Context: an optimization exercise on an open-source flow, tuned for small area. The choices shown serve that exercise and are no tape-out recipe. Function was checked by simulation only, so behaviour that the tests miss may differ from the original. Power is estimated from default activity; no workload was simulated.

$ cat flow/config.mk
export PLATFORM = sky130hd
export DESIGN_NAME = Top_Module_Controller_and_FIR
export DESIGN_NICKNAME = Top_Module_Controller_and_FIR
export VERILOG_FILES = /design/flow/design.v
export SDC_FILE = /design/flow/constraint.sdc
export NUM_CORES = 4
export LEC_CHECK = 0
export CAP_MARGIN = 20
export CORE_MARGIN = 2
export CORE_UTILIZATION = 68
export GPL_ROUTABILITY_DRIVEN = 0
export SLEW_MARGIN = 20
export SYNTH_HIERARCHICAL = 1
$ cat flow/constraint.sdc
create_clock -name core_clock -period 10.0 [get_ports {clk}]
set_input_delay 2.0000 -clock core_clock [delete_from_list [all_inputs] [get_ports {clk}]]
set_output_delay 2.0000 -clock core_clock [all_outputs]
set_load 0.01 [all_outputs]
$ cat flow/design.v
module FIR_Filter_Optimized(
  input clk,
  input CLK_Filter,
  input rst_n,
  input wire [7:0] RED_ADC_Value,
  input wire [7:0] IR_ADC_Next,
  output wire [19:0] Out_RED_Filtered,
  output wire [19:0] Out_IR_Filtered);
reg [8*46-1:0] sr;    
reg [4:0] h;          
reg [18:0] ir_hold;
reg [18:0] out_red, out_ir;
assign Out_RED_Filtered = {1'b0, out_red};
assign Out_IR_Filtered = {1'b0, out_ir};
wire [7:0] mn0 = ~(sr[31:24] & {8{h >= 5'd2}});
wire [7:0] mn1 = ~(sr[47:40] & {8{h >= 5'd3}});
wire [7:0] mn2 = ~(sr[63:56] & {8{h >= 5'd4}});
wire [7:0] mn3 = ~(sr[79:72] & {8{h >= 5'd5}});
wire [7:0] mn4 = ~(sr[95:88] & {8{h >= 5'd6}});
wire [7:0] mn5 = ~(sr[111:104] & {8{h >= 5'd7}});
wire [7:0] mn6 = ~(sr[127:120] & {8{h >= 5'd8}});
wire [7:0] mn7 = ~(sr[143:136] & {8{h >= 5'd9}});
wire [7:0] mn8 = ~(sr[159:152] & {8{h >= 5'd10}});
wire [7:0] mn9 = ~(sr[175:168] & {8{h >= 5'd11}});
wire [7:0] mn10 = ~(sr[191:184] & {8{h >= 5'd12}});
wire [7:0] mn11 = ~(sr[207:200] & {8{h >= 5'd13}});
wire [7:0] mn12 = ~(sr[223:216] & {8{h >= 5'd14}});
wire [7:0] mn13 = ~(sr[239:232] & {8{h >= 5'd15}});
wire [7:0] mn14 = ~(sr[255:248] & {8{h >= 5'd16}});
wire [7:0] mn15 = ~(sr[271:264] & {8{h >= 5'd17}});
wire [7:0] mn16 = ~(sr[287:280] & {8{h >= 5'd18}});
wire [7:0] mn17 = ~(sr[303:296] & {8{h >= 5'd19}});
wire [7:0] mn18 = ~(sr[319:312] & {8{h >= 5'd20}});
wire [7:0] mn19 = ~(sr[335:328] & {8{h >= 5'd21}});
wire [7:0] mn20 = ~(sr[351:344] & {8{h >= 5'd22}});
wire [7:0] mn21 = ~(sr[367:360] & {8{h >= 5'd23}});
wire hs1, hc2, fs3, fc4, fs5, fc6, fs7, fc8, fs9, fc10, fs11, fc12, fs13, fc14, fs15, fc16, hs17, hc18, fs19, fc20, fs21, fc22, fs23, fc24, fs25, fc26, fs27, fc28, fs29, fc30, fs31, fc32, hs33, hc34, fs35, fc36, fs37, fc38, fs39, fc40, fs41, fc42, fs43, fc44, fs45, fc46, fs47, fc48, hs49, hc50, fs51, fc52, fs53, fc54, fs55, fc56, fs57, fc58, fs59, fc60, fs61, fc62, fs63, fc64, hs65, hc66, fs67, fc68, fs69, fc70, fs71, fc72, fs73, fc74, fs75, fc76, fs77, fc78, fs79, fc80, hs81, hc82, fs83, fc84, fs85, fc86, fs87, fc88, fs89, fc90, fs91, fc92, fs93, fc94, fs95, fc96, hs97, hc98, fs99, fc100, fs101, fc102, fs103, fc104, fs105, fc106, fs107, fc108, fs109, fc110, fs111, fc112, hs113, hc114, fs115, fc116, fs117, fc118, fs119, fc120, fs121, fc122, fs123, fc124, fs125, fc126, fs127, fc128, nv129, nv130, nv131, nv132, nv133, nv134, nv135, nv136, nv137, nv138, nv139, nv140, nv141, nv142, nv143, nv144, nv145, nv146, nv147, nv148, nv149, nv150, nv151, nv152, nv153, nv154, nv155, nv156, nv157, nv158, nv159, nv160, nv161, nv162, nv163, nv164, nv165, nv166, nv167, nv168, nv169, nv170, nv171, nv172, nv173, nv174, nv175, nv176, nv177, nv178, nv179, nv180, nv181, nv182, fs183, fc184, hs185, hc186, fs187, fc188, fs189, fc190, fs191, fc192, fs193, fc194, fs195, fc196, fs197, fc198, fs199, fc200, fs201, fc202, fs203, fc204, fs205, fc206, fs207, fc208, fs209, fc210, fs211, fc212, fs213, fc214, fs215, fc216, fs217, fc218, fs219, fc220, fs221, fc222, fs223, fc224, fs225, fc226, fs227, fc228, fs229, fc230, fs231, fc232, fs233, fc234, fs235, fc236, fs237, fc238, fs239, fc240, fs241, fc242, fs243, fc244, fs245, fc246, fs247, fc248, fs249, fc250, fs251, fc252, fs253, fc254, fs255, fc256, fs257, fc258, fs259, fc260, fs261, fc262, fs263, fc264, fs265, fc266, fs267, fc268, fs269, fc270, fs271, fc272, fs273, fc274, fs275, fc276, fs277, fc278, fs279, fc280, fs281, fc282, fs283, fc284, fs285, fc286, fs287, fc288, fs289, fc290, fs291, fc292, fs293, fc294, fs295, fc296, hs297, hc298, fs299, fc300, fs301, fc302, fs303, fc304, fs305, fc306, fs307, fc308, fs309, fc310, fs311, fc312, fs313, fc314, fs315, fc316, fs317, fc318, fs319, fc320, fs321, fc322, fs323, fc324, fs325, fc326, fs327, fc328, fs329, fc330, fs331, fc332, fs333, fc334, fs335, fc336, fs337, fc338, fs339, fc340, fs341, fc342, fs343, fc344, fs345, fc346, fs347, fc348, fs349, fc350, fs351, fc352, fs353, fc354, fs355, fc356, fs357, fc358, fs359, fc360, fs361, fc362, fs363, fc364, fs365, fc366, fs367, fc368, fs369, fc370, fs371, fc372, fs373, fc374, fs375, fc376, fs377, fc378, fs379, fc380, fs381, fc382, fs383, fc384, fs385, fc386, fs387, fc388, fs389, fc390, fs391, fc392, fs393, fc394, fs395, fc396, fs397, fc398, fs399, fc400, fs401, fc402, fs403, fc404, fs405, fc406, fs407, fc408, fs409, fc410, fs411, fc412, fs413, fc414, fs415, fc416, fs417, fc418, fs419, fc420, fs421, fc422, fs423, fc424, fs425, fc426, fs427, fc428, fs429, fc430, fs431, fc432, fs433, fc434, fs435, fc436, fs437, fc438, fs439, fc440, fs441, fc442, fs443, fc444, fs445, fc446, fs447, fc448, fs449, fc450, fs451, fc452, fs453, fc454, fs455, fc456, fs457, fc458, fs459, fc460, fs461, fc462, fs463, fc464, fs465, fc466, fs467, fc468, fs469, fc470, fs471, fc472, fs473, fc474, fs475, fc476, fs477, fc478, fs479, fc480, fs481, fc482, fs483, fc484, fs485, fc486, hs487, hc488, fs489, fc490, fs491, fc492, fs493, fc494, fs495, fc496, fs497, fc498, fs499, fc500, fs501, fc502, fs503, fc504, fs505, fc506, fs507, fc508, fs509, fc510, fs511, fc512, fs513, fc514, fs515, fc516, fs517, fc518, fs519, fc520, fs521, fc522, fs523, fc524, fs525, fc526, fs527, fc528, fs529, fc530, hs531, hc532, fs533, fc534, fs535, fc536, fs537, fc538, fs539, fc540, fs541, fc542, fs543, fc544, fs545, fc546, fs547, fc548, fs549, fc550, fs551, fc552, fs553, fc554, fs555, fc556, fs557, fc558, fs559, fc560, fs561, fc562, fs563, fc564, fs565, fc566, fs567, fc568, fs569, fc570, fs571, fc572, fs573, fc574, fs575, fc576, fs577, fc578, fs579, fc580, fs581, fc582, fs583, fc584, fs585, fc586, fs587, fc588, fs589, fc590, fs591, fc592, fs593, fc594, fs595, fc596, fs597, fc598, fs599, fc600, hs601, hc602, fs603, fc604, fs605, fc606, fs607, fc608, fs609, fc610, fs611, fc612, fs613, fc614, fs615, fc616, fs617, fc618, fs619, fc620, fs621, fc622, fs623, fc624, fs625, fc626, hs627, hc628, fs629, fc630, fs631, fc632, fs633, fc634, fs635, fc636, fs637, fc638, fs639, fc640, fs641, fc642, fs643, fc644, fs645, fc646, hs647, hc648, fs649, fc650, fs651, fc652, fs653, fc654, fs655, fc656, fs657, fc658, fs659, fc660, fs661, fc662, fs663, fc664, hs665, hc666, fs667, fc668, hs669, hc670, hs671, hc672;
HA uhs1(.a(mn1[0]), .b(mn20[0]), .s(hs1), .co(hc2));
FA ufs3(.a(mn1[1]), .b(mn20[1]), .c(hc2), .s(fs3), .co(fc4));
FA ufs5(.a(mn1[2]), .b(mn20[2]), .c(fc4), .s(fs5), .co(fc6));
FA ufs7(.a(mn1[3]), .b(mn20[3]), .c(fc6), .s(fs7), .co(fc8));
FA ufs9(.a(mn1[4]), .b(mn20[4]), .c(fc8), .s(fs9), .co(fc10));
FA ufs11(.a(mn1[5]), .b(mn20[5]), .c(fc10), .s(fs11), .co(fc12));
FA ufs13(.a(mn1[6]), .b(mn20[6]), .c(fc12), .s(fs13), .co(fc14));
FA ufs15(.a(mn1[7]), .b(mn20[7]), .c(fc14), .s(fs15), .co(fc16));
HA uhs17(.a(mn3[0]), .b(mn18[0]), .s(hs17), .co(hc18));
FA ufs19(.a(mn3[1]), .b(mn18[1]), .c(hc18), .s(fs19), .co(fc20));
FA ufs21(.a(mn3[2]), .b(mn18[2]), .c(fc20), .s(fs21), .co(fc22));
FA ufs23(.a(mn3[3]), .b(mn18[3]), .c(fc22), .s(fs23), .co(fc24));
FA ufs25(.a(mn3[4]), .b(mn18[4]), .c(fc24), .s(fs25), .co(fc26));
FA ufs27(.a(mn3[5]), .b(mn18[5]), .c(fc26), .s(fs27), .co(fc28));
FA ufs29(.a(mn3[6]), .b(mn18[6]), .c(fc28), .s(fs29), .co(fc30));
FA ufs31(.a(mn3[7]), .b(mn18[7]), .c(fc30), .s(fs31), .co(fc32));
HA uhs33(.a(mn4[0]), .b(mn17[0]), .s(hs33), .co(hc34));
FA ufs35(.a(mn4[1]), .b(mn17[1]), .c(hc34), .s(fs35), .co(fc36));
FA ufs37(.a(mn4[2]), .b(mn17[2]), .c(fc36), .s(fs37), .co(fc38));
FA ufs39(.a(mn4[3]), .b(mn17[3]), .c(fc38), .s(fs39), .co(fc40));
FA ufs41(.a(mn4[4]), .b(mn17[4]), .c(fc40), .s(fs41), .co(fc42));
FA ufs43(.a(mn4[5]), .b(mn17[5]), .c(fc42), .s(fs43), .co(fc44));
FA ufs45(.a(mn4[6]), .b(mn17[6]), .c(fc44), .s(fs45), .co(fc46));
FA ufs47(.a(mn4[7]), .b(mn17[7]), .c(fc46), .s(fs47), .co(fc48));
HA uhs49(.a(mn5[0]), .b(mn16[0]), .s(hs49), .co(hc50));
FA ufs51(.a(mn5[1]), .b(mn16[1]), .c(hc50), .s(fs51), .co(fc52));
FA ufs53(.a(mn5[2]), .b(mn16[2]), .c(fc52), .s(fs53), .co(fc54));
FA ufs55(.a(mn5[3]), .b(mn16[3]), .c(fc54), .s(fs55), .co(fc56));
FA ufs57(.a(mn5[4]), .b(mn16[4]), .c(fc56), .s(fs57), .co(fc58));
FA ufs59(.a(mn5[5]), .b(mn16[5]), .c(fc58), .s(fs59), .co(fc60));
FA ufs61(.a(mn5[6]), .b(mn16[6]), .c(fc60), .s(fs61), .co(fc62));
FA ufs63(.a(mn5[7]), .b(mn16[7]), .c(fc62), .s(fs63), .co(fc64));
HA uhs65(.a(mn6[0]), .b(mn15[0]), .s(hs65), .co(hc66));
FA ufs67(.a(mn6[1]), .b(mn15[1]), .c(hc66), .s(fs67), .co(fc68));
FA ufs69(.a(mn6[2]), .b(mn15[2]), .c(fc68), .s(fs69), .co(fc70));
FA ufs71(.a(mn6[3]), .b(mn15[3]), .c(fc70), .s(fs71), .co(fc72));
FA ufs73(.a(mn6[4]), .b(mn15[4]), .c(fc72), .s(fs73), .co(fc74));
FA ufs75(.a(mn6[5]), .b(mn15[5]), .c(fc74), .s(fs75), .co(fc76));
FA ufs77(.a(mn6[6]), .b(mn15[6]), .c(fc76), .s(fs77), .co(fc78));
FA ufs79(.a(mn6[7]), .b(mn15[7]), .c(fc78), .s(fs79), .co(fc80));
HA uhs81(.a(mn7[0]), .b(mn14[0]), .s(hs81), .co(hc82));
FA ufs83(.a(mn7[1]), .b(mn14[1]), .c(hc82), .s(fs83), .co(fc84));
FA ufs85(.a(mn7[2]), .b(mn14[2]), .c(fc84), .s(fs85), .co(fc86));
FA ufs87(.a(mn7[3]), .b(mn14[3]), .c(fc86), .s(fs87), .co(fc88));
FA ufs89(.a(mn7[4]), .b(mn14[4]), .c(fc88), .s(fs89), .co(fc90));
FA ufs91(.a(mn7[5]), .b(mn14[5]), .c(fc90), .s(fs91), .co(fc92));
FA ufs93(.a(mn7[6]), .b(mn14[6]), .c(fc92), .s(fs93), .co(fc94));
FA ufs95(.a(mn7[7]), .b(mn14[7]), .c(fc94), .s(fs95), .co(fc96));
HA uhs97(.a(mn8[0]), .b(mn13[0]), .s(hs97), .co(hc98));
FA ufs99(.a(mn8[1]), .b(mn13[1]), .c(hc98), .s(fs99), .co(fc100));
FA ufs101(.a(mn8[2]), .b(mn13[2]), .c(fc100), .s(fs101), .co(fc102));
FA ufs103(.a(mn8[3]), .b(mn13[3]), .c(fc102), .s(fs103), .co(fc104));
FA ufs105(.a(mn8[4]), .b(mn13[4]), .c(fc104), .s(fs105), .co(fc106));
FA ufs107(.a(mn8[5]), .b(mn13[5]), .c(fc106), .s(fs107), .co(fc108));
FA ufs109(.a(mn8[6]), .b(mn13[6]), .c(fc108), .s(fs109), .co(fc110));
FA ufs111(.a(mn8[7]), .b(mn13[7]), .c(fc110), .s(fs111), .co(fc112));
HA uhs113(.a(mn9[0]), .b(mn12[0]), .s(hs113), .co(hc114));
FA ufs115(.a(mn9[1]), .b(mn12[1]), .c(hc114), .s(fs115), .co(fc116));
FA ufs117(.a(mn9[2]), .b(mn12[2]), .c(fc116), .s(fs117), .co(fc118));
FA ufs119(.a(mn9[3]), .b(mn12[3]), .c(fc118), .s(fs119), .co(fc120));
FA ufs121(.a(mn9[4]), .b(mn12[4]), .c(fc120), .s(fs121), .co(fc122));
FA ufs123(.a(mn9[5]), .b(mn12[5]), .c(fc122), .s(fs123), .co(fc124));
FA ufs125(.a(mn9[6]), .b(mn12[6]), .c(fc124), .s(fs125), .co(fc126));
FA ufs127(.a(mn9[7]), .b(mn12[7]), .c(fc126), .s(fs127), .co(fc128));
assign nv129 = ~hs17;
assign nv130 = ~fs19;
assign nv131 = ~fs21;
assign nv132 = ~fs23;
assign nv133 = ~fs25;
assign nv134 = ~fs27;
assign nv135 = ~fs29;
assign nv136 = ~fs31;
assign nv137 = ~fc32;
assign nv138 = ~hs49;
assign nv139 = ~fs51;
assign nv140 = ~fs53;
assign nv141 = ~fs55;
assign nv142 = ~fs57;
assign nv143 = ~fs59;
assign nv144 = ~fs61;
assign nv145 = ~fs63;
assign nv146 = ~fc64;
assign nv147 = ~hs65;
assign nv148 = ~fs67;
assign nv149 = ~fs69;
assign nv150 = ~fs71;
assign nv151 = ~fs73;
assign nv152 = ~fs75;
assign nv153 = ~fs77;
assign nv154 = ~fs79;
assign nv155 = ~fc80;
assign nv156 = ~hs81;
assign nv157 = ~fs83;
assign nv158 = ~fs85;
assign nv159 = ~fs87;
assign nv160 = ~fs89;
assign nv161 = ~fs91;
assign nv162 = ~fs93;
assign nv163 = ~fs95;
assign nv164 = ~fc96;
assign nv165 = ~hs97;
assign nv166 = ~fs99;
assign nv167 = ~fs101;
assign nv168 = ~fs103;
assign nv169 = ~fs105;
assign nv170 = ~fs107;
assign nv171 = ~fs109;
assign nv172 = ~fs111;
assign nv173 = ~fc112;
assign nv174 = ~hs113;
assign nv175 = ~fs115;
assign nv176 = ~fs117;
assign nv177 = ~fs119;
assign nv178 = ~fs121;
assign nv179 = ~fs123;
assign nv180 = ~fs125;
assign nv181 = ~fs127;
assign nv182 = ~fc128;
FA ufs183(.a(1'b1), .b(hs33), .c(nv156), .s(fs183), .co(fc184));
HA uhs185(.a(nv165), .b(fs183), .s(hs185), .co(hc186));
FA ufs187(.a(mn0[0]), .b(mn21[0]), .c(hs1), .s(fs187), .co(fc188));
FA ufs189(.a(hs33), .b(hs113), .c(nv147), .s(fs189), .co(fc190));
FA ufs191(.a(fs35), .b(fc184), .c(fs187), .s(fs191), .co(fc192));
FA ufs193(.a(nv157), .b(nv166), .c(fs189), .s(fs193), .co(fc194));
FA ufs195(.a(hc186), .b(fs191), .c(fs193), .s(fs195), .co(fc196));
FA ufs197(.a(1'b1), .b(mn0[1]), .c(mn21[1]), .s(fs197), .co(fc198));
FA ufs199(.a(nv129), .b(nv138), .c(fs197), .s(fs199), .co(fc200));
FA ufs201(.a(fs3), .b(fs35), .c(fs115), .s(fs201), .co(fc202));
FA ufs203(.a(fc188), .b(fc190), .c(nv148), .s(fs203), .co(fc204));
FA ufs205(.a(fs199), .b(fs37), .c(fc192), .s(fs205), .co(fc206));
FA ufs207(.a(nv158), .b(nv167), .c(fs201), .s(fs207), .co(fc208));
FA ufs209(.a(fc194), .b(fs203), .c(fs205), .s(fs209), .co(fc210));
FA ufs211(.a(fs207), .b(fc196), .c(fs209), .s(fs211), .co(fc212));
FA ufs213(.a(1'b1), .b(mn0[2]), .c(mn21[2]), .s(fs213), .co(fc214));
FA ufs215(.a(hs1), .b(hs33), .c(nv174), .s(fs215), .co(fc216));
FA ufs217(.a(fc198), .b(fs213), .c(nv130), .s(fs217), .co(fc218));
FA ufs219(.a(nv139), .b(fs215), .c(fc200), .s(fs219), .co(fc220));
FA ufs221(.a(fs5), .b(fs37), .c(fs117), .s(fs221), .co(fc222));
FA ufs223(.a(fc202), .b(nv149), .c(fc204), .s(fs223), .co(fc224));
FA ufs225(.a(fs217), .b(fs219), .c(fs39), .s(fs225), .co(fc226));
FA ufs227(.a(fc206), .b(fs221), .c(nv159), .s(fs227), .co(fc228));
FA ufs229(.a(nv168), .b(fc208), .c(fs223), .s(fs229), .co(fc230));
FA ufs231(.a(fs225), .b(fc210), .c(fs227), .s(fs231), .co(fc232));
FA ufs233(.a(fs229), .b(fc212), .c(fs231), .s(fs233), .co(fc234));
FA ufs235(.a(mn0[3]), .b(mn21[3]), .c(mn2[0]), .s(fs235), .co(fc236));
FA ufs237(.a(mn19[0]), .b(hs65), .c(nv165), .s(fs237), .co(fc238));
FA ufs239(.a(fc214), .b(fs235), .c(fs3), .s(fs239), .co(fc240));
FA ufs241(.a(fs35), .b(fc216), .c(nv175), .s(fs241), .co(fc242));
FA ufs243(.a(fs237), .b(nv131), .c(nv140), .s(fs243), .co(fc244));
FA ufs245(.a(fs239), .b(fc218), .c(fs241), .s(fs245), .co(fc246));
FA ufs247(.a(fc220), .b(fc222), .c(fs7), .s(fs247), .co(fc248));
FA ufs249(.a(fs39), .b(fs119), .c(nv150), .s(fs249), .co(fc250));
FA ufs251(.a(fc224), .b(fs243), .c(fs245), .s(fs251), .co(fc252));
FA ufs253(.a(fs41), .b(fc226), .c(nv160), .s(fs253), .co(fc254));
FA ufs255(.a(nv169), .b(fc228), .c(fs247), .s(fs255), .co(fc256));
FA ufs257(.a(fc230), .b(fs249), .c(fs251), .s(fs257), .co(fc258));
FA ufs259(.a(fc232), .b(fs253), .c(fs255), .s(fs259), .co(fc260));
FA ufs261(.a(fs257), .b(fc234), .c(fs259), .s(fs261), .co(fc262));
FA ufs263(.a(1'b1), .b(mn0[4]), .c(mn21[4]), .s(fs263), .co(fc264));
FA ufs265(.a(mn2[1]), .b(mn19[1]), .c(hs17), .s(fs265), .co(fc266));
FA ufs267(.a(hs33), .b(nv156), .c(fc236), .s(fs267), .co(fc268));
FA ufs269(.a(fs263), .b(fs67), .c(fc238), .s(fs269), .co(fc270));
FA ufs271(.a(fs265), .b(nv166), .c(fs267), .s(fs271), .co(fc272));
FA ufs273(.a(fs5), .b(fs37), .c(fc240), .s(fs273), .co(fc274));
FA ufs275(.a(nv176), .b(fc242), .c(fs269), .s(fs275), .co(fc276));
FA ufs277(.a(fs271), .b(fs273), .c(nv132), .s(fs277), .co(fc278));
FA ufs279(.a(nv141), .b(fc244), .c(fc246), .s(fs279), .co(fc280));
FA ufs281(.a(fs275), .b(fs9), .c(fs41), .s(fs281), .co(fc282));
FA ufs283(.a(fs121), .b(fc248), .c(nv151), .s(fs283), .co(fc284));
FA ufs285(.a(fc250), .b(fs277), .c(fc252), .s(fs285), .co(fc286));
FA ufs287(.a(fs279), .b(fs43), .c(nv161), .s(fs287), .co(fc288));
FA ufs289(.a(nv170), .b(fc254), .c(fc256), .s(fs289), .co(fc290));
FA ufs291(.a(fs281), .b(fs283), .c(fc258), .s(fs291), .co(fc292));
FA ufs293(.a(fs285), .b(fc260), .c(fs287), .s(fs293), .co(fc294));
FA ufs295(.a(fs289), .b(fs291), .c(fc262), .s(fs295), .co(fc296));
HA uhs297(.a(fs293), .b(fs295), .s(hs297), .co(hc298));
FA ufs299(.a(mn0[5]), .b(mn21[5]), .c(mn2[2]), .s(fs299), .co(fc300));
FA ufs301(.a(mn19[2]), .b(hs49), .c(hs65), .s(fs301), .co(fc302));
FA ufs303(.a(fc264), .b(fs299), .c(fs19), .s(fs303), .co(fc304));
FA ufs305(.a(fs35), .b(fc266), .c(fs301), .s(fs305), .co(fc306));
FA ufs307(.a(nv157), .b(fc268), .c(fs69), .s(fs307), .co(fc308));
FA ufs309(.a(fc270), .b(nv167), .c(fs303), .s(fs309), .co(fc310));
FA ufs311(.a(fs305), .b(fc272), .c(fc274), .s(fs311), .co(fc312));
FA ufs313(.a(fs7), .b(fs39), .c(fs307), .s(fs313), .co(fc314));
FA ufs315(.a(nv177), .b(fc276), .c(fs309), .s(fs315), .co(fc316));
FA ufs317(.a(nv133), .b(nv142), .c(fc278), .s(fs317), .co(fc318));
FA ufs319(.a(fs311), .b(fc280), .c(fs313), .s(fs319), .co(fc320));
FA ufs321(.a(fs315), .b(fs11), .c(fs43), .s(fs321), .co(fc322));
FA ufs323(.a(fs123), .b(fc282), .c(nv152), .s(fs323), .co(fc324));
FA ufs325(.a(fc284), .b(fs317), .c(fc286), .s(fs325), .co(fc326));
FA ufs327(.a(fs319), .b(fs45), .c(nv162), .s(fs327), .co(fc328));
FA ufs329(.a(nv171), .b(fc288), .c(fc290), .s(fs329), .co(fc330));
FA ufs331(.a(fs321), .b(fs323), .c(fc292), .s(fs331), .co(fc332));
FA ufs333(.a(fs325), .b(fc294), .c(fs327), .s(fs333), .co(fc334));
FA ufs335(.a(fs329), .b(fs331), .c(fs333), .s(fs335), .co(fc336));
FA ufs337(.a(fc296), .b(hc298), .c(fs335), .s(fs337), .co(fc338));
FA ufs339(.a(1'b1), .b(mn0[6]), .c(mn21[6]), .s(fs339), .co(fc340));
FA ufs341(.a(mn2[3]), .b(mn19[3]), .c(mn10[0]), .s(fs341), .co(fc342));
FA ufs343(.a(mn11[0]), .b(hs81), .c(hs97), .s(fs343), .co(fc344));
FA ufs345(.a(hs113), .b(fc300), .c(fs339), .s(fs345), .co(fc346));
FA ufs347(.a(fs341), .b(fs51), .c(fs67), .s(fs347), .co(fc348));
FA ufs349(.a(fc302), .b(fs343), .c(fs345), .s(fs349), .co(fc350));
FA ufs351(.a(fs21), .b(fs37), .c(fc304), .s(fs351), .co(fc352));
FA ufs353(.a(fc306), .b(nv158), .c(fs347), .s(fs353), .co(fc354));
FA ufs355(.a(fs349), .b(fc308), .c(fs71), .s(fs355), .co(fc356));
FA ufs357(.a(fs351), .b(nv168), .c(fc310), .s(fs357), .co(fc358));
FA ufs359(.a(fs353), .b(fc312), .c(fs9), .s(fs359), .co(fc360));
FA ufs361(.a(fs41), .b(nv178), .c(fc314), .s(fs361), .co(fc362));
FA ufs363(.a(fs355), .b(fc316), .c(fs357), .s(fs363), .co(fc364));
FA ufs365(.a(nv134), .b(nv143), .c(fc318), .s(fs365), .co(fc366));
FA ufs367(.a(fs359), .b(fc320), .c(fs361), .s(fs367), .co(fc368));
FA ufs369(.a(fs363), .b(fs13), .c(fs45), .s(fs369), .co(fc370));
FA ufs371(.a(fs125), .b(fc322), .c(nv153), .s(fs371), .co(fc372));
FA ufs373(.a(fc324), .b(fs365), .c(fc326), .s(fs373), .co(fc374));
FA ufs375(.a(fs367), .b(fs47), .c(nv163), .s(fs375), .co(fc376));
FA ufs377(.a(nv172), .b(fc328), .c(fc330), .s(fs377), .co(fc378));
FA ufs379(.a(fs369), .b(fs371), .c(fc332), .s(fs379), .co(fc380));
FA ufs381(.a(fs373), .b(fc334), .c(fs375), .s(fs381), .co(fc382));
FA ufs383(.a(fs377), .b(fs379), .c(fc336), .s(fs383), .co(fc384));
FA ufs385(.a(fs381), .b(fc338), .c(fs383), .s(fs385), .co(fc386));
FA ufs387(.a(1'b1), .b(mn0[7]), .c(mn21[7]), .s(fs387), .co(fc388));
FA ufs389(.a(mn2[4]), .b(mn19[4]), .c(mn10[1]), .s(fs389), .co(fc390));
FA ufs391(.a(mn11[1]), .b(fc340), .c(fc342), .s(fs391), .co(fc392));
FA ufs393(.a(fs387), .b(fs389), .c(fs83), .s(fs393), .co(fc394));
FA ufs395(.a(fs99), .b(fs115), .c(fc344), .s(fs395), .co(fc396));
FA ufs397(.a(fc346), .b(fs391), .c(fs53), .s(fs397), .co(fc398));
FA ufs399(.a(fs69), .b(fc348), .c(fs393), .s(fs399), .co(fc400));
FA ufs401(.a(fs395), .b(fc350), .c(fc352), .s(fs401), .co(fc402));
FA ufs403(.a(fs23), .b(fs39), .c(fs397), .s(fs403), .co(fc404));
FA ufs405(.a(nv159), .b(fc354), .c(fs399), .s(fs405), .co(fc406));
FA ufs407(.a(fs73), .b(fc356), .c(nv169), .s(fs407), .co(fc408));
FA ufs409(.a(fc358), .b(fs401), .c(fs403), .s(fs409), .co(fc410));
FA ufs411(.a(fs405), .b(fs11), .c(fs43), .s(fs411), .co(fc412));
FA ufs413(.a(fc360), .b(nv179), .c(fc362), .s(fs413), .co(fc414));
FA ufs415(.a(fc364), .b(fs407), .c(fs409), .s(fs415), .co(fc416));
FA ufs417(.a(nv135), .b(nv144), .c(fc366), .s(fs417), .co(fc418));
FA ufs419(.a(fs411), .b(fc368), .c(fs413), .s(fs419), .co(fc420));
FA ufs421(.a(fs415), .b(fc48), .c(nv164), .s(fs421), .co(fc422));
FA ufs423(.a(nv173), .b(fs15), .c(fs47), .s(fs423), .co(fc424));
FA ufs425(.a(fs127), .b(fc370), .c(nv154), .s(fs425), .co(fc426));
FA ufs427(.a(fc372), .b(fs417), .c(fc374), .s(fs427), .co(fc428));
FA ufs429(.a(fs419), .b(fc376), .c(fc378), .s(fs429), .co(fc430));
FA ufs431(.a(fs421), .b(fs423), .c(fs425), .s(fs431), .co(fc432));
FA ufs433(.a(fs427), .b(fc380), .c(fs429), .s(fs433), .co(fc434));
FA ufs435(.a(fc382), .b(fs431), .c(fs433), .s(fs435), .co(fc436));
FA ufs437(.a(fc384), .b(fs435), .c(fc386), .s(fs437), .co(fc438));
FA ufs439(.a(1'b1), .b(mn2[5]), .c(mn19[5]), .s(fs439), .co(fc440));
FA ufs441(.a(mn10[2]), .b(mn11[2]), .c(fc388), .s(fs441), .co(fc442));
FA ufs443(.a(fc390), .b(fs439), .c(fc392), .s(fs443), .co(fc444));
FA ufs445(.a(fs441), .b(fs85), .c(fs101), .s(fs445), .co(fc446));
FA ufs447(.a(fs117), .b(fc394), .c(fc396), .s(fs447), .co(fc448));
FA ufs449(.a(fs443), .b(fc398), .c(fs55), .s(fs449), .co(fc450));
FA ufs451(.a(fs71), .b(fs445), .c(fs447), .s(fs451), .co(fc452));
FA ufs453(.a(fc400), .b(fc402), .c(fs25), .s(fs453), .co(fc454));
FA ufs455(.a(fs41), .b(nv160), .c(fc404), .s(fs455), .co(fc456));
FA ufs457(.a(fs449), .b(fc406), .c(fs451), .s(fs457), .co(fc458));
FA ufs459(.a(fs75), .b(nv170), .c(fc408), .s(fs459), .co(fc460));
FA ufs461(.a(fs453), .b(fc410), .c(fs455), .s(fs461), .co(fc462));
FA ufs463(.a(fs457), .b(fs13), .c(fs45), .s(fs463), .co(fc464));
FA ufs465(.a(fc412), .b(nv180), .c(fc414), .s(fs465), .co(fc466));
FA ufs467(.a(fs459), .b(fc416), .c(fs461), .s(fs467), .co(fc468));
FA ufs469(.a(fc16), .b(fc48), .c(fc128), .s(fs469), .co(fc470));
FA ufs471(.a(nv155), .b(nv136), .c(nv145), .s(fs471), .co(fc472));
FA ufs473(.a(fc418), .b(fs463), .c(fc420), .s(fs473), .co(fc474));
FA ufs475(.a(fs465), .b(fs467), .c(fc422), .s(fs475), .co(fc476));
FA ufs477(.a(fc424), .b(fs469), .c(fc426), .s(fs477), .co(fc478));
FA ufs479(.a(fs471), .b(fc428), .c(fs473), .s(fs479), .co(fc480));
FA ufs481(.a(fc430), .b(fs475), .c(fs477), .s(fs481), .co(fc482));
FA ufs483(.a(fc432), .b(fs479), .c(fc434), .s(fs483), .co(fc484));
FA ufs485(.a(fs481), .b(fc436), .c(fs483), .s(fs485), .co(fc486));
HA uhs487(.a(fc438), .b(fs485), .s(hs487), .co(hc488));
FA ufs489(.a(mn2[6]), .b(mn19[6]), .c(mn10[3]), .s(fs489), .co(fc490));
FA ufs491(.a(mn11[3]), .b(fc440), .c(fs489), .s(fs491), .co(fc492));
FA ufs493(.a(fc442), .b(fs491), .c(fc444), .s(fs493), .co(fc494));
FA ufs495(.a(fc446), .b(fc448), .c(fs87), .s(fs495), .co(fc496));
FA ufs497(.a(fs103), .b(fs119), .c(fs493), .s(fs497), .co(fc498));
FA ufs499(.a(fs57), .b(fs73), .c(fc450), .s(fs499), .co(fc500));
FA ufs501(.a(fc452), .b(fs495), .c(fs497), .s(fs501), .co(fc502));
FA ufs503(.a(fs27), .b(fs43), .c(fc454), .s(fs503), .co(fc504));
FA ufs505(.a(nv161), .b(fc456), .c(fs499), .s(fs505), .co(fc506));
FA ufs507(.a(fc458), .b(fs501), .c(fs77), .s(fs507), .co(fc508));
FA ufs509(.a(nv171), .b(fc460), .c(fs503), .s(fs509), .co(fc510));
FA ufs511(.a(fc462), .b(fs505), .c(nv137), .s(fs511), .co(fc512));
FA ufs513(.a(nv146), .b(fs15), .c(fs47), .s(fs513), .co(fc514));
FA ufs515(.a(fc464), .b(nv181), .c(fc466), .s(fs515), .co(fc516));
FA ufs517(.a(fs507), .b(fs509), .c(fc468), .s(fs517), .co(fc518));
FA ufs519(.a(fc470), .b(fc472), .c(fs511), .s(fs519), .co(fc520));
FA ufs521(.a(fs513), .b(fc474), .c(fs515), .s(fs521), .co(fc522));
FA ufs523(.a(fs517), .b(fc476), .c(fc478), .s(fs523), .co(fc524));
FA ufs525(.a(fs519), .b(fc480), .c(fs521), .s(fs525), .co(fc526));
FA ufs527(.a(fc482), .b(fs523), .c(fs525), .s(fs527), .co(fc528));
FA ufs529(.a(fc484), .b(fs527), .c(fc486), .s(fs529), .co(fc530));
HA uhs531(.a(hc488), .b(fs529), .s(hs531), .co(hc532));
FA ufs533(.a(mn2[7]), .b(mn19[7]), .c(mn10[4]), .s(fs533), .co(fc534));
FA ufs535(.a(mn11[4]), .b(fc490), .c(fs533), .s(fs535), .co(fc536));
FA ufs537(.a(fc492), .b(fs535), .c(fc494), .s(fs537), .co(fc538));
FA ufs539(.a(fs89), .b(fs105), .c(fs121), .s(fs539), .co(fc540));
FA ufs541(.a(fc496), .b(fc498), .c(fs537), .s(fs541), .co(fc542));
FA ufs543(.a(fs59), .b(fs75), .c(fc500), .s(fs543), .co(fc544));
FA ufs545(.a(fs539), .b(fc502), .c(fs541), .s(fs545), .co(fc546));
FA ufs547(.a(fs29), .b(fs45), .c(fc504), .s(fs547), .co(fc548));
FA ufs549(.a(nv162), .b(fc506), .c(fs543), .s(fs549), .co(fc550));
FA ufs551(.a(fs545), .b(fc16), .c(fc48), .s(fs551), .co(fc552));
FA ufs553(.a(nv182), .b(fs79), .c(fc508), .s(fs553), .co(fc554));
FA ufs555(.a(nv172), .b(fc510), .c(fs547), .s(fs555), .co(fc556));
FA ufs557(.a(fs549), .b(fc512), .c(fc514), .s(fs557), .co(fc558));
FA ufs559(.a(fs551), .b(fc516), .c(fs553), .s(fs559), .co(fc560));
FA ufs561(.a(fs555), .b(fc518), .c(fc520), .s(fs561), .co(fc562));
FA ufs563(.a(fs557), .b(fc522), .c(fs559), .s(fs563), .co(fc564));
FA ufs565(.a(fc524), .b(fs561), .c(fc526), .s(fs565), .co(fc566));
FA ufs567(.a(fs563), .b(fc528), .c(fs565), .s(fs567), .co(fc568));
FA ufs569(.a(fs567), .b(fc530), .c(hc532), .s(fs569), .co(fc570));
FA ufs571(.a(1'b1), .b(mn10[5]), .c(mn11[5]), .s(fs571), .co(fc572));
FA ufs573(.a(fc534), .b(fs571), .c(fc536), .s(fs573), .co(fc574));
FA ufs575(.a(fs573), .b(fc538), .c(fs91), .s(fs575), .co(fc576));
FA ufs577(.a(fs107), .b(fs123), .c(fc540), .s(fs577), .co(fc578));
FA ufs579(.a(fc542), .b(fs61), .c(fs77), .s(fs579), .co(fc580));
FA ufs581(.a(fc544), .b(fs575), .c(fs577), .s(fs581), .co(fc582));
FA ufs583(.a(fc546), .b(fc80), .c(nv173), .s(fs583), .co(fc584));
FA ufs585(.a(fs31), .b(fs47), .c(fc548), .s(fs585), .co(fc586));
FA ufs587(.a(nv163), .b(fc550), .c(fs579), .s(fs587), .co(fc588));
FA ufs589(.a(fs581), .b(fc552), .c(fc554), .s(fs589), .co(fc590));
FA ufs591(.a(fs583), .b(fc556), .c(fs585), .s(fs591), .co(fc592));
FA ufs593(.a(fs587), .b(fc558), .c(fs589), .s(fs593), .co(fc594));
FA ufs595(.a(fc560), .b(fs591), .c(fc562), .s(fs595), .co(fc596));
FA ufs597(.a(fs593), .b(fc564), .c(fs595), .s(fs597), .co(fc598));
FA ufs599(.a(fc566), .b(fs597), .c(fc568), .s(fs599), .co(fc600));
HA uhs601(.a(fc570), .b(fs599), .s(hs601), .co(hc602));
FA ufs603(.a(mn10[6]), .b(mn11[6]), .c(fc572), .s(fs603), .co(fc604));
FA ufs605(.a(fs603), .b(fc574), .c(fs93), .s(fs605), .co(fc606));
FA ufs607(.a(fs109), .b(fs125), .c(fc576), .s(fs607), .co(fc608));
FA ufs609(.a(fc578), .b(fc32), .c(fc48), .s(fs609), .co(fc610));
FA ufs611(.a(nv164), .b(fs63), .c(fs79), .s(fs611), .co(fc612));
FA ufs613(.a(fc580), .b(fc582), .c(fs605), .s(fs613), .co(fc614));
FA ufs615(.a(fs607), .b(fc584), .c(fc586), .s(fs615), .co(fc616));
FA ufs617(.a(fs609), .b(fc588), .c(fs611), .s(fs617), .co(fc618));
FA ufs619(.a(fs613), .b(fc590), .c(fs615), .s(fs619), .co(fc620));
FA ufs621(.a(fc592), .b(fs617), .c(fc594), .s(fs621), .co(fc622));
FA ufs623(.a(fs619), .b(fc596), .c(fs621), .s(fs623), .co(fc624));
FA ufs625(.a(fc598), .b(fs623), .c(fc600), .s(fs625), .co(fc626));
HA uhs627(.a(hc602), .b(fs625), .s(hs627), .co(hc628));
FA ufs629(.a(mn10[7]), .b(mn11[7]), .c(fc604), .s(fs629), .co(fc630));
FA ufs631(.a(fs629), .b(fc64), .c(fc80), .s(fs631), .co(fc632));
FA ufs633(.a(fs95), .b(fs111), .c(fs127), .s(fs633), .co(fc634));
FA ufs635(.a(fc606), .b(fc608), .c(fc610), .s(fs635), .co(fc636));
FA ufs637(.a(fc612), .b(fs631), .c(fc614), .s(fs637), .co(fc638));
FA ufs639(.a(fs633), .b(fc616), .c(fs635), .s(fs639), .co(fc640));
FA ufs641(.a(fc618), .b(fs637), .c(fc620), .s(fs641), .co(fc642));
FA ufs643(.a(fs639), .b(fc622), .c(fs641), .s(fs643), .co(fc644));
FA ufs645(.a(fc624), .b(fs643), .c(fc626), .s(fs645), .co(fc646));
HA uhs647(.a(hc628), .b(fs645), .s(hs647), .co(hc648));
FA ufs649(.a(fc630), .b(fc96), .c(fc112), .s(fs649), .co(fc650));
FA ufs651(.a(fc128), .b(fc632), .c(fc634), .s(fs651), .co(fc652));
FA ufs653(.a(fs649), .b(fc636), .c(fs651), .s(fs653), .co(fc654));
FA ufs655(.a(fc638), .b(fc640), .c(fs653), .s(fs655), .co(fc656));
FA ufs657(.a(fc642), .b(fs655), .c(fc644), .s(fs657), .co(fc658));
FA ufs659(.a(fs657), .b(fc646), .c(hc648), .s(fs659), .co(fc660));
FA ufs661(.a(fc650), .b(fc652), .c(fc654), .s(fs661), .co(fc662));
FA ufs663(.a(fc656), .b(fs661), .c(fc658), .s(fs663), .co(fc664));
HA uhs665(.a(fc660), .b(fs663), .s(hs665), .co(hc666));
FA ufs667(.a(1'b1), .b(fc662), .c(fc664), .s(fs667), .co(fc668));
HA uhs669(.a(hc666), .b(fs667), .s(hs669), .co(hc670));
HA uhs671(.a(fc668), .b(hc670), .s(hs671), .co(hc672));
wire [18:0] sum_n = {hs671, hs669, hs665, fs659, hs647, hs627, hs601, fs569, hs531, hs487, fs437, fs385, fs337, hs297, fs261, fs233, fs211, fs195, hs185};
always @(posedge clk) begin
  sr <= {sr[8*45-1:0], CLK_Filter ? RED_ADC_Value : IR_ADC_Next};
  ir_hold <= ~sum_n;
  if (rst_n) begin
    h <= 5'd0;
    out_red <= 19'd0;
    out_ir <= 19'd0;
  end else if (CLK_Filter) begin
    if (h != 5'd23) h <= h + 5'd1;
    out_red <= ~sum_n;
    out_ir <= ir_hold;
  end
end
endmodule
module FA(input a, input b, input c, output s, output co);
assign s = a ^ b ^ c;
assign co = (a & b) | (c & (a ^ b));
endmodule
module HA(input a, input b, output s, output co);
assign s = a ^ b;
assign co = a & b;
endmodule
module Controller_StateMachine(ADC, clk, Find_Setting, rst_n, LED_Drive, DC_Comp, LED_IR, LED_RED, PGA_Gain,
                               RED_ADC_Value, IR_ADC_Next, CLK_Filter);
	input  wire [7:0] ADC;
	input  wire clk;
	input  wire rst_n;           
	input  wire Find_Setting;
	output wire [3:0] LED_Drive;
	output reg  [6:0] DC_Comp;
	output wire LED_IR;
	output wire LED_RED;
	output reg  [3:0] PGA_Gain;
	output reg  [7:0] RED_ADC_Value;  
	output wire [7:0] IR_ADC_Next;    
	output reg  CLK_Filter;
	localparam [3:0] S_IDLE  = 4'd0,   
	                 S_RST4  = 4'd1,   
	                 S_ROP   = 4'd2,
	                 S_RGAIN = 4'd3,
	                 S_IOP   = 4'd4,
	                 S_IGAIN = 4'd5,
	                 S_AR    = 4'd6,
	                 S_AI    = 4'd7,
	                 S_ALT   = 4'd8;
	reg [3:0]  st;
	reg [1:0]  prev;         
	reg [15:0] gw;           
	reg [4:0]  cnt;
	reg [7:0]  vmin, vmax;
	reg [6:0]  oth_op;
	reg [3:0]  oth_g;
	reg        led_ir;
	reg [7:0]  IR_ADC_Value;
	assign LED_Drive = 4'd10;
	assign LED_IR  = led_ir;
	assign LED_RED = ~led_ir;
	wire in_reset = (st == S_IDLE) | (st == S_RST4);
	wire win_done = cnt[4] & cnt[2];
	wire aw_ok    = cnt[3] & cnt[1];
	wire in_alt   = (st == S_ALT) | (st == S_AR) | (st == S_AI);
	wire in_rng = (ADC < 8'd240) & (ADC > 8'd5);
	wire clip   = (ADC > 8'd240) | (ADC < 8'd5);
	wire gw_ok  = (|gw[15:10]) | (gw[9] & ((|gw[8:6]) | (gw[5] & (|gw[4:0]))));
	wire [8:0] cmin, cmax;
	assign cmin[0] = 1'b1;    
	assign cmax[0] = 1'b0;    
	genvar gi;
	generate for (gi = 0; gi < 8; gi = gi + 1) begin : cmp
		assign cmin[gi+1] = (ADC[gi] & ~vmin[gi]) | (cmin[gi] & (ADC[gi] | ~vmin[gi]));
		assign cmax[gi+1] = (ADC[gi] & ~vmax[gi]) | (cmax[gi] & (ADC[gi] | ~vmax[gi]));
	end endgenerate
	wire lt_min = ~cmin[8];
	wire gt_max = cmax[8];
	wire [7:0] dcy;           
	wire [7:2] q;             
	assign dcy[1] = vmax[0] | ~vmin[0];
	assign dcy[2] = (vmax[1] & ~vmin[1]) | (dcy[1] & (vmax[1] | ~vmin[1]));
	generate for (gi = 2; gi < 7; gi = gi + 1) begin : sub
		FA u(.a(vmax[gi]), .b(~vmin[gi]), .c(dcy[gi]), .s(q[gi]), .co(dcy[gi+1]));
	end endgenerate
	assign q[7] = vmax[7] ^ ~vmin[7] ^ dcy[7];
	wire [7:0] mid;
	wire [7:0] mcy;
	HA m0(.a(vmin[0]), .b(q[2]), .s(mid[0]), .co(mcy[1]));
	generate for (gi = 1; gi < 6; gi = gi + 1) begin : add
		FA u(.a(vmin[gi]), .b(q[gi+2]), .c(mcy[gi]), .s(mid[gi]), .co(mcy[gi+1]));
	end endgenerate
	HA m6(.a(vmin[6]), .b(mcy[6]), .s(mid[6]), .co(mcy[7]));
	assign mid[7] = vmin[7] ^ mcy[7];
	wire accept = (mid >= 8'd117) & (mid <= 8'd137);
	wire [15:0] gw_inc;
	wire [15:0] gcy;
	assign gw_inc[0] = ~gw[0];
	assign gcy[1] = gw[0];
	generate for (gi = 1; gi < 15; gi = gi + 1) begin : ginc
		HA u(.a(gw[gi]), .b(gcy[gi]), .s(gw_inc[gi]), .co(gcy[gi+1]));
	end endgenerate
	assign gw_inc[15] = gw[15] ^ gcy[15];
	assign IR_ADC_Next = rst_n ? 8'd0 :
	                     Find_Setting ? IR_ADC_Value :
	                     in_reset ? 8'd0 :
	                     ((st == S_ALT) & (prev == 2'd2)) ? ADC : IR_ADC_Value;
	always @(posedge clk) begin
		IR_ADC_Value <= IR_ADC_Next;
		if (rst_n) CLK_Filter <= 1'b0;
		else CLK_Filter <= ~CLK_Filter;
	end
	always @(posedge clk) begin
		if (rst_n) begin
			st <= S_IDLE;
			prev <= 2'd0;
			led_ir <= 1'b0;
			DC_Comp <= 7'd0;
			PGA_Gain <= 4'd0;
			gw <= 16'd545;
			cnt <= 5'd0;
			vmin <= 8'd255;
			vmax <= 8'd0;
			RED_ADC_Value <= 8'd0;
		end else if (Find_Setting) begin
			st <= S_ROP;
			if (in_alt) cnt <= 5'd1;
		end else begin
			case (st)
			S_IDLE, S_RST4: begin
				led_ir <= 1'b0;
				DC_Comp <= 7'd0;
				PGA_Gain <= 4'd0;
				gw <= 16'd545;
				cnt <= 5'd0;
				vmin <= 8'd255;
				vmax <= 8'd0;
				RED_ADC_Value <= 8'd0;
				st <= (st == S_RST4) ? S_IOP : S_IDLE;
			end
			S_ROP, S_IOP: begin
				if (st == S_IOP) led_ir <= 1'b1;
				if (!win_done) begin
					if (lt_min) vmin <= ADC;
					if (gt_max) vmax <= ADC;
					cnt <= cnt + 5'd1;
				end else begin
					vmin <= 8'd255;
					vmax <= 8'd0;
					cnt <= 5'd1;
					if (accept) begin
						if (st == S_ROP) begin oth_op <= DC_Comp; st <= S_RGAIN; end
						else st <= S_IGAIN;
					end else
						DC_Comp <= DC_Comp + 7'd10;
				end
			end
			S_RGAIN, S_IGAIN: begin
				if (in_rng & gw_ok) PGA_Gain <= PGA_Gain + 4'd1;
				if ((in_rng & gw_ok) | clip) gw <= 16'd1;
				else gw <= gw_inc;
				if (clip) begin
					if (st == S_RGAIN) begin oth_g <= PGA_Gain; st <= S_RST4; end
					else begin st <= S_ALT; cnt <= 5'd10; end
				end
			end
			S_ALT: begin
				if (aw_ok) begin
					cnt <= 5'd1;
					st <= (prev == 2'd1) ? S_AI : S_AR;
				end else
					cnt <= cnt + 5'd1;
				if (prev == 2'd1) RED_ADC_Value <= ADC;
			end
			S_AR, S_AI: begin
				if (led_ir != (st == S_AI)) begin
					DC_Comp <= oth_op;
					oth_op <= DC_Comp;
					PGA_Gain <= oth_g;
					oth_g <= PGA_Gain;
				end
				led_ir <= (st == S_AI);
				st <= S_ALT;
				prev <= (st == S_AI) ? 2'd2 : 2'd1;
			end
			default: ;
			endcase
		end
	end
endmodule
module Top_Module_Controller_and_FIR(ADC,clk,Find_Setting, rst_n, LED_Drive,DC_Comp,LED_IR,LED_RED,PGA_Gain,Out_IR_Filtered,Out_RED_Filtered);
	output wire [3:0] LED_Drive;
	output wire [6:0] DC_Comp;
	output wire LED_IR;
	output wire LED_RED;
	output wire [3:0] PGA_Gain;
	input wire [7:0] ADC;
	input wire clk;
	input wire rst_n;
	input wire Find_Setting;
	output wire [19:0] Out_IR_Filtered;
	output wire [19:0] Out_RED_Filtered;
	wire [7:0] RED_ADC_Value;
	wire [7:0] IR_ADC_Next;
	wire CLK_Filter;
	Controller_StateMachine Controller(
	.ADC(ADC), .clk(clk), .Find_Setting(Find_Setting), .rst_n(rst_n),
	.LED_Drive(LED_Drive), .DC_Comp(DC_Comp), .LED_IR(LED_IR), .LED_RED(LED_RED), .PGA_Gain(PGA_Gain),
	.RED_ADC_Value(RED_ADC_Value), .IR_ADC_Next(IR_ADC_Next), .CLK_Filter(CLK_Filter));
	FIR_Filter_Optimized Filters(
	.clk(clk), .CLK_Filter(CLK_Filter), .rst_n(rst_n),
	.RED_ADC_Value(RED_ADC_Value), .IR_ADC_Next(IR_ADC_Next),
	.Out_RED_Filtered(Out_RED_Filtered), .Out_IR_Filtered(Out_IR_Filtered));
endmodule
$ cat flow/flow/run.sh
#!/bin/bash
# Layout flow: the standard ORFS flow (standard.sh: the standard synthesis,
# floorplan, power grid, tap cells, placement, CTS, routing), with two settings
# passed to it through the environment:
#  - every port still gets its own buffer, but the smallest one (buf_1);
#  - the clock tree uses clkbuf_8 sink clusters and no dummy loads.
# The whole make output goes to flow_make.log in this folder; ORFS also writes
# each step's log under orfs/logs/.
set -euo pipefail
export BUFFER_PORTS_ARGS="-buffer_cell sky130_fd_sc_hd__buf_1"
export CTS_ARGS="-sink_clustering_enable -repair_clock_nets -dont_use_dummy_load -buf_list sky130_fd_sc_hd__clkbuf_8 -sink_clustering_size 18 -sink_clustering_max_diameter 60"
bash standard.sh finish > flow_make.log 2>&1
$ cat flow/standard.sh
#!/bin/bash
# synth_recipe.tcl (not shown) runs the flow's synth.tcl, then flattens the netlist and writes it again
# the make line also repeats each setting of config.mk as NAME=value (left out here)
make -C /OpenROAD-flow-scripts/flow DESIGN_CONFIG=/design/flow/config.mk WORK_HOME=/design/flow/orfs CLKGATE_MAP_FILE= SYNTH_SCRIPT=/design/flow/synth_recipe.tcl "${@:-finish}"
==> flow_metrics.py, run 1 <==
metrics = {
    "grt": {
        "grt_start_max_net_pins": 88,
        "grt_pass1_vias": 12500,
        "antenna_found_initial": 0,
        "grt_pass1_wl_um": 67500,
        "overflow": 0,
        "track_usage_pct": 27.0,
    },
    "finish": {
        "nFillCells": 2083,
        "fin_util_pct": 73.3,
        "fin_area_um2": 22500,
        "multi_input_area_um2": 10300,
        "antenna_cells": 0,
        "area_growth_syn_to_layout_pct": 6.04,
        "layoutNonFillerInstCount": 2129,
        "seq_area_um2": 10400,
        "layout.nets": 2088,
        "drive_above_1_share_pct": 7.21,
    },
    "min_path": {
        "hold_path_end": "Filters.sr[21]$_DFF_P_",
        "hold_start": "Filters.sr[13]$_DFF_P_",
        "min_path_type": "flip-flop to flip-flop",
        "holdPathStages": 0,
    },
    "worst_setup_path": {
        "endpoint_kind": "flip-flop",
        "crit_slowest_cell": "fa_2",
        "crit_path_frequent_cell": "fa_1",
        "r2r_end": "Filters.out_red[18]$_SDFFE_PP0P_",
        "rr_startpoint": "Filters.h[1]$_SDFFE_PP0P_",
        "critPathMaxFanout": 11,
        "critPathArrivalTime_ns": 10.13,
        "r2r_slack_ns": 0.31,
        "ff2ff_path_depth": 28,
        "cpPeakStageDelay_ns": 0.61,
        "startpoint_type": "flip-flop",
        "required_ns": 10.45,
        "crit_type": "flip-flop to flip-flop",
    },
    "yosys": {
        "syn_inst": 1652,
        "synthAdderAreaFrac_pct": 31.0,
        "synth-seq-cells": 513,
        "synth-compound-area-share_pct": 6.66,
        "yosys-top-cells-area": "dfxtp_1 (47%), fa_1 (28%), nand2_1 (3.8%)",
        "ys_seq_area_share_pct": 48.9,
        "ys_warn_count": 8,
        "syn-mean-instance-area_um2": 12.8,
        "yosysUniqueCellTypes": 81,
        "synth_top_area_share_pct": 47.4,
        "synth_ff_type": "dfxtp_1",
        "synth-edff-count": 11,
        "async_flop_share_pct": 0,
        "synth.most_common_cell": "dfxtp_1",
        "synth_xor_area_share_pct": 0.330,
        "synth_common_cells": "dfxtp_1 (502), fa_1 (301), nand2_1 (212)",
        "synthMuxAreaShare_pct": 1.75,
        "synth_top_cell_by_area": "dfxtp_1",
        "syn-cell-area_um2": 21200,
        "synth-simple-area-share_pct": 7.99,
        "synth_top_family_by_area": "adder cells",
    },
    "clocking": {
        "tritoncts": "yes",
        "cts_htree_levels": 2,
        "cts-buffers-inserted": 37,
        "clock_path_buffers": 3,
        "cts.sinks": 513,
        "clk_root_buffer_cell": "clkbuf_8",
        "path_clk_slew_ns": 0.10,
        "clkLatencyLatePin_ns": 0.57,
        "holdBufCountCts": 0,
    },
    "power": {
        "power.static_leakage_uw": 0.00834,
        "worst_ir_drop_vdd_uv": 98.3,
        "power_uw": 3380,
        "power_density_nw_per_um2": 150,
    },
    "sta": {
        "finalClockSkew_ns": 0.0587,
        "relSlewSlack_pct": 27.8,
        "period_needed_ns": 9.69,
        "hold_viol_final": 0,
        "finalSetupViolCount": 0,
        "tightest_slew_ns": 1.07,
        "hold-worst-slack_ns": 0.295,
        "timing.final.crit_share_pct": 96.9,
        "final_max_slew_viol_count": 0,
        "fmax_ghz": 0.103,
    },
    "routing": {
        "vias_per_cell": 5.55,
        "firstDrtPassIters": 5,
        "antenna_left": 0,
        "wl_per_cell_um": 20.0,
        "num_vias": 11800,
        "drc": 0,
        "drt_iter0_markers": 753,
        "routed_wl_um": 42500,
    },
    "placed_design": {
        "dpl.cell_count": 2091,
        "post-dp-hpwl_um": 34300,
        "placed_area_um2": 21900,
        "port_buffers": 61,
    },
    "status": {
        "status": "complete, no violations",
    },
    "die": {
        "initial_core_util_pct": 69.2,
        "ios": 68,
        "die_area_um2": 32600,
        "die_x_um": 181,
        "core_um2": 30700,
        "die_h_um": 181,
        "fp-row-count": 64,
    },
    "run": {
        "drv_cap": 0,
    },
}
## sequential cells by signal (all words and copies together) (netlist names)
name / count
Controller.vmin: 8
Filters.sr: 368
Filters.ir_hold: 19
Controller.DC_Comp: 7
Controller.CLK_Filter: 1
Controller.led_ir: 1
Controller.prev: 2
Controller.IR_ADC_Value: 8
Controller.st: 4
Controller.oth_op: 7
Controller.PGA_Gain: 4
Filters.h: 5
Controller.cnt: 5
Filters.out_ir: 19
Filters.out_red: 19
Controller.vmax: 8
Controller.RED_ADC_Value: 8
Controller.gw: 16
Controller.oth_g: 4
## routing by layer
metal,GRT usage (%),share of wire [%]
met1,36.9,43
met2,44.9,49
met3,4.53,5.3
met4,8.19,3.1
met5,0,0
## modules after synthesis, one instance, submodules excluded, excerpt
| module | flip-flops and latches | times used | cells inside | cell area [um2] |
|---|---|---|---|---|
| Controller_StateMachine | 83 | 1 | 467 | 4160 |
| FIR_Filter_Optimized | 430 | 1 | 850 | 10600 |
| HA | 0 | 34 | 1 | 12.5 |
| FA | 0 | 301 | 1 | 20.0 |
## power by group
part	internal [uW]	switching, uW	total [uW]	leakage (uW)
clock	334	591	925	0.000266
combinational	131	186	317	0.00391
sequential	2100	37.7	2140	0.00417
## worst max-delay path: cells and delay by family (launching register included)
family,cells,cell delay [ns]
adder cells (fa/ha/maj),21,8.11
AO/OA/AOI/OAI,2,0.42
AND/OR/NAND/NOR,2,0.17
buffers and inverters,3,0.50
flip-flops,1,0.35
## final cells by class
class / count / area share [%]
Sequential cell: 513 / 46.2
Multi-Input combinational cell: 992 / 45.6
Clock buffer: 37 / 2.26
Tap cell: 396 / 2.20
Timing Repair Buffer: 90 / 2.00
Inverter: 101 / 1.70
## cell families (layout without fill, tap and decap cells)
group	Yosys count	count (layout)
flops	513	513
simple gates	390	390
fa+ha+maj	346	346
compound gates	197	197
buf+inv	158	228
mux	36	36
xor+xnor	8	8
other cells	4	15
## layout by cell type, fill, tap and decap left out, drive strengths merged, types with 8 or more instances in the layout
cell type and instances:
inv 99, buf 89, nand2 214, mux2i 28
fa 301, ha 41, nor2b 9, clkbuf 38
nor3 10, conb 15, a211oi 36, mux2 8
dfxtp 502, nand2b 11, a21oi 46, a22o 19
nor2 94, o21ai 25, nand3 22, edfxtp 11
## what timing repair did
action,in CTS,in global routing
setup buffers,0,1
gates resized for setup,0,29
endpoints found under the hold margin,0,0
setup endpoints to repair,0,4
## worst max-delay path by stage
stage,slack [ns],endpoint,from,cells after the start
2_1_floorplan,0.52,Filters.out_red[18]$_SDFFE_PP0P_,Filters.h[0]$_SDFFE_PP0P_,29
3_3_place_gp,0.31,Filters.out_red[18]$_SDFFE_PP0P_,Filters.h[2]$_SDFFE_PP0P_,27
3_5_place_dp,0.12,Filters.out_red[18]$_SDFFE_PP0P_,Filters.h[2]$_SDFFE_PP0P_,27
4_1_cts,0.04,Filters.out_red[18]$_SDFFE_PP0P_,Filters.h[2]$_SDFFE_PP0P_,27
5_1_grt,-0.02,Filters.out_red[18]$_SDFFE_PP0P_,Filters.h[1]$_SDFFE_PP0P_,29
6_report,0.31,Filters.out_red[18]$_SDFFE_PP0P_,Filters.h[1]$_SDFFE_PP0P_,28
## stage by stage
step	setup TNS, ns	setup WS [ns]
global placement	0	0.314
finish	0	0.314
CTS	0	0.0376
floorplan	0	0.522
global route	-0.0221	-0.0221
detailed placement	0	0.117
==> run 2, diff against run 1 <==
--- a/flow/flow/run.sh
+++ b/flow/flow/run.sh
@@ -4,5 +4,6 @@
 # passed to it through the environment:
 #  - every port still gets its own buffer, but the smallest one (buf_1);
-#  - the clock tree uses clkbuf_8 sink clusters and no dummy loads.
+#  - the clock tree uses clkbuf_8 sink clusters and no dummy loads;
+#  - timing-driven placement does not keep the buffers of its trial repairs.
 # The whole make output goes to flow_make.log in this folder; ORFS also writes
 # each step's log under orfs/logs/.
@@ -10,3 +11,4 @@
 export BUFFER_PORTS_ARGS="-buffer_cell sky130_fd_sc_hd__buf_1"
 export CTS_ARGS="-sink_clustering_enable -repair_clock_nets -dont_use_dummy_load -buf_list sky130_fd_sc_hd__clkbuf_8 -sink_clustering_size 18 -sink_clustering_max_diameter 60"
+export GPL_KEEP_OVERFLOW=0
 bash standard.sh finish > flow_make.log 2>&1
--- a/flow/config.mk
+++ b/flow/config.mk
@@ -8,6 +8,5 @@
 export CAP_MARGIN = 20
 export CORE_MARGIN = 2
-export CORE_UTILIZATION = 68
-export GPL_ROUTABILITY_DRIVEN = 0
+export CORE_UTILIZATION = 60
 export SLEW_MARGIN = 20
 export SYNTH_HIERARCHICAL = 1
==> flow_metrics.py, run 2 <==
metrics = {
    "power": {
        "worst_ir_drop_vdd_uv": 139,
        "power.static_leakage_uw": 0.00838,
        "power_density_nw_per_um2": 151,
    },
    "die": {
        "die_area_um2": 36900,
        "fp-row-count": 68,
        "ios": 68,
        "core_um2": 34700,
        "initial_core_util_pct": 61.1,
        "die_x_um": 192,
        "die_h_um": 192,
    },
    "clocking": {
        "cts_htree_levels": 2,
        "clock_path_buffers": 3,
        "tritoncts": "yes",
        "path_clk_slew_ns": 0.11,
        "cts-buffers-inserted": 39,
        "cts.sinks": 513,
        "clk_root_buffer_cell": "clkbuf_8",
        "clkLatencyLatePin_ns": 0.61,
    },
    "worst_setup_path": {
        "endpoint_kind": "flip-flop",
        "crit_type": "flip-flop to flip-flop",
        "startpoint_type": "flip-flop",
        "crit_path_frequent_cell": "fa_1",
        "r2r_slack_ns": 0.29,
        "critPathMaxFanout": 7,
        "rr_startpoint": "Filters.h[1]$_SDFFE_PP0P_",
        "ff2ff_path_depth": 27,
        "startpoint": "Filters.h[1]$_SDFFE_PP0P_",
        "cpPeakStageDelay_ns": 0.63,
        "required_ns": 10.49,
        "r2r_end": "Filters.out_red[18]$_SDFFE_PP0P_",
        "crit_slowest_cell": "or4_4",
        "critPathArrivalTime_ns": 10.20,
    },
    "grt": {
        "busiest_layer": "met2",
        "antenna_found_initial": 1,
        "grt_pass1_vias": 12400,
        "gr-usage-met3_pct": 4.20,
        "met2_usage_pct": 43.1,
        "grt_start_max_net_pins": 58,
        "met1_usage_pct": 32.2,
        "grt_pass1_wl_um": 68400,
        "overflow": 0,
        "track_usage_pct": 25.2,
    },
    "finish": {
        "area_growth_syn_to_layout_pct": 7.67,
        "multi_input_area_um2": 10500,
        "final_common_cell": "dfxtp_1",
        "nFillCells": 2718,
        "layoutNonFillerInstCount": 2191,
        "layout_common_cells": "dfxtp_1 (496), fa_1 (270), nand2_1 (210)",
        "regMostFlops": "Filters.sr",
        "drive_above_1_share_pct": 9.56,
        "seq_area_um2": 10400,
        "antenna_cells": 0,
        "largest_reg_flops": 368,
        "layout.nets": 2091,
    },
    "sta": {
        "final_max_slew_viol_count": 0,
        "tightest_slew_ns": 1.04,
        "hold_viol_final": 0,
        "relSlewSlack_pct": 30.1,
        "timing.final.crit_share_pct": 97.1,
        "finalClockSkew_ns": 0.0562,
        "finalSetupViolCount": 0,
        "setup_slack_ns": 0.292,
        "fmax_ghz": 0.103,
        "period_needed_ns": 9.71,
    },
    "min_path": {
        "holdPathStages": 0,
        "min_path_type": "flip-flop to flip-flop",
        "hold_path_end": "Filters.sr[303]$_DFF_P_",
        "hold_start": "Filters.sr[295]$_DFF_P_",
    },
    "yosys": {
        "synth_top_cell_by_area": "dfxtp_1",
        "synth-seq-cells": 513,
        "yosys-top-cells-area": "dfxtp_1 (47%), fa_1 (28%), nand2_1 (3.8%)",
        "syn-mean-instance-area_um2": 12.8,
        "syn_inst": 1652,
        "synth_ff_type": "dfxtp_1",
        "synth_common_cells": "dfxtp_1 (502), fa_1 (301), nand2_1 (212)",
        "ys_warn_count": 8,
        "yosysUniqueCellTypes": 81,
        "ys_seq_area_share_pct": 48.9,
        "synth_top_area_share_pct": 47.4,
        "synth-edff-count": 11,
        "synth.most_common_cell": "dfxtp_1",
        "async_flop_share_pct": 0,
        "syn-cell-area_um2": 21200,
    },
    "routing": {
        "firstDrtPassIters": 5,
        "vias_per_cell": 5.33,
        "num_vias": 11700,
        "drc": 0,
        "wl_per_cell_um": 20.2,
        "antenna_left": 0,
        "drt_iter0_markers": 661,
        "routed_wl_um": 44200,
    },
    "placed_design": {
        "place_ws_ns": -0.737,
        "dpl.cell_count": 2127,
        "post-dp-hpwl_um": 35000,
        "place_congestion": 0.891,
        "port_buffers": 61,
    },
    "status": {
        "status": "complete, no violations",
    },
    "run": {
        "drv_cap": 0,
    },
}
## run 2: worst max-delay path: cells and delay by family, from the launching register on
| kind | cells | cell delay (ns) |
|---|---|---|
| simple gates | 2 | 0.72 |
| fa+ha+maj | 21 | 7.79 |
| compound gates | 1 | 0.22 |
| flops | 1 | 0.38 |
| buf+inv | 3 | 0.49 |
## run 2: area by class of cell
type / count / share of cell area [%]
Inverter: 101 / 1.69
Clock buffer: 39 / 2.35
Tap cell: 455 / 2.49
Multi-Input combinational cell: 992 / 45.8
Timing Repair Buffer: 91 / 2.18
Sequential cell: 513 / 45.5
## run 2: worst max-delay path by stage
stage               cells past startpoint                               end
finish                                 27  Filters.out_red[18]$_SDFFE_PP0P_
global route                           29  Filters.out_red[18]$_SDFFE_PP0P_
CTS                                    31  Filters.out_red[18]$_SDFFE_PP0P_
detailed placement                     27  Filters.out_red[18]$_SDFFE_PP0P_
global placement                       27  Filters.out_red[18]$_SDFFE_PP0P_
floorplan                              29  Filters.out_red[18]$_SDFFE_PP0P_
## run 2: modules after synthesis, one instance, submodules excluded, excerpt
module,cells,flip-flops and latches,copies in the design
FA,1,0,301
FIR_Filter_Optimized,850,430,1
HA,1,0,34
Controller_StateMachine,467,83,1
## run 2: kinds of logic (layout without fill, tap and decap cells)
family	after synthesis	after routing	share of synthesized area [%]
AO/OA/AOI/OAI	197	197	6.66
XOR/XNOR	8	8	0.330
adder cells (fa/ha/maj)	346	346	31.0
buffers and inverters	158	231	3.24
flip-flops	513	513	48.9
multiplexers	36	36	1.75
other	4	15	0.0708
AND/OR/NAND/NOR	390	390	7.99
## run 2: stage by stage
stage          utilization, %  power, uW  area (um2)  setup TNS, ns  hold WS, ns
2_1_floorplan               -       2410       21300              0        0.310
3_3_place_gp             62.6       2500       21700          -2.70        0.310
3_5_place_dp             62.9       2510       21800          -3.19        0.312
4_1_cts                  65.0       3470       22600              0        0.286
5_1_grt                  65.8       3610       22800        -0.0500        0.288
6_report                 65.8       3440       22800              0        0.277
## run 2: report_power, final
group	total, uW	leakage (uW)	internal, uW	switching [uW]
sequential	2140	0.00417	2100	34.3
combinational	340	0.00393	141	199
clock	962	0.000280	351	611
total	3440	0.00838	2600	844
## run 2: repair_timing
action / 4_1_cts / 5_1_grt
pin swaps: 4 / 11
hold buffers: 0 / 0
setup endpoints to repair: 8 / 3
buffers inserted: 9 / 16
resized for setup: 29 / 46
## run 2: per-layer routing
metal,wire [um],vias up
met2,22100,219
met4,1680,0
li1,-,5484
met3,1850,76
met1,18600,5897
met5,0,-

[what the ideal ports hide]
No port has a modelled driver above. Below, the same layouts with a new extraction and two added sets of constraints. Step 1 assumes that a clkbuf_16 drives the clock port and a buf_2 every other input. Step 2 moves the port delays by t, midway between the first and last clock arrival at a register: inputs arrive t later, outputs are due t later. That takes back most of the time a late clock gives input paths. a / b / c = no drivers / after step 1 / after step 2; a / b = the first two.
run	t (ns)	slack for setup (ns)	hold WS [ns]
run 1	0.597	0.314 / 0.314 / 0.314	0.295 / 0.295 / 0.295
run 2	0.639	0.292 / 0.292 / 0.292	0.277 / 0.277 / 0.277
After both steps setup and hold are still met in every run listed.
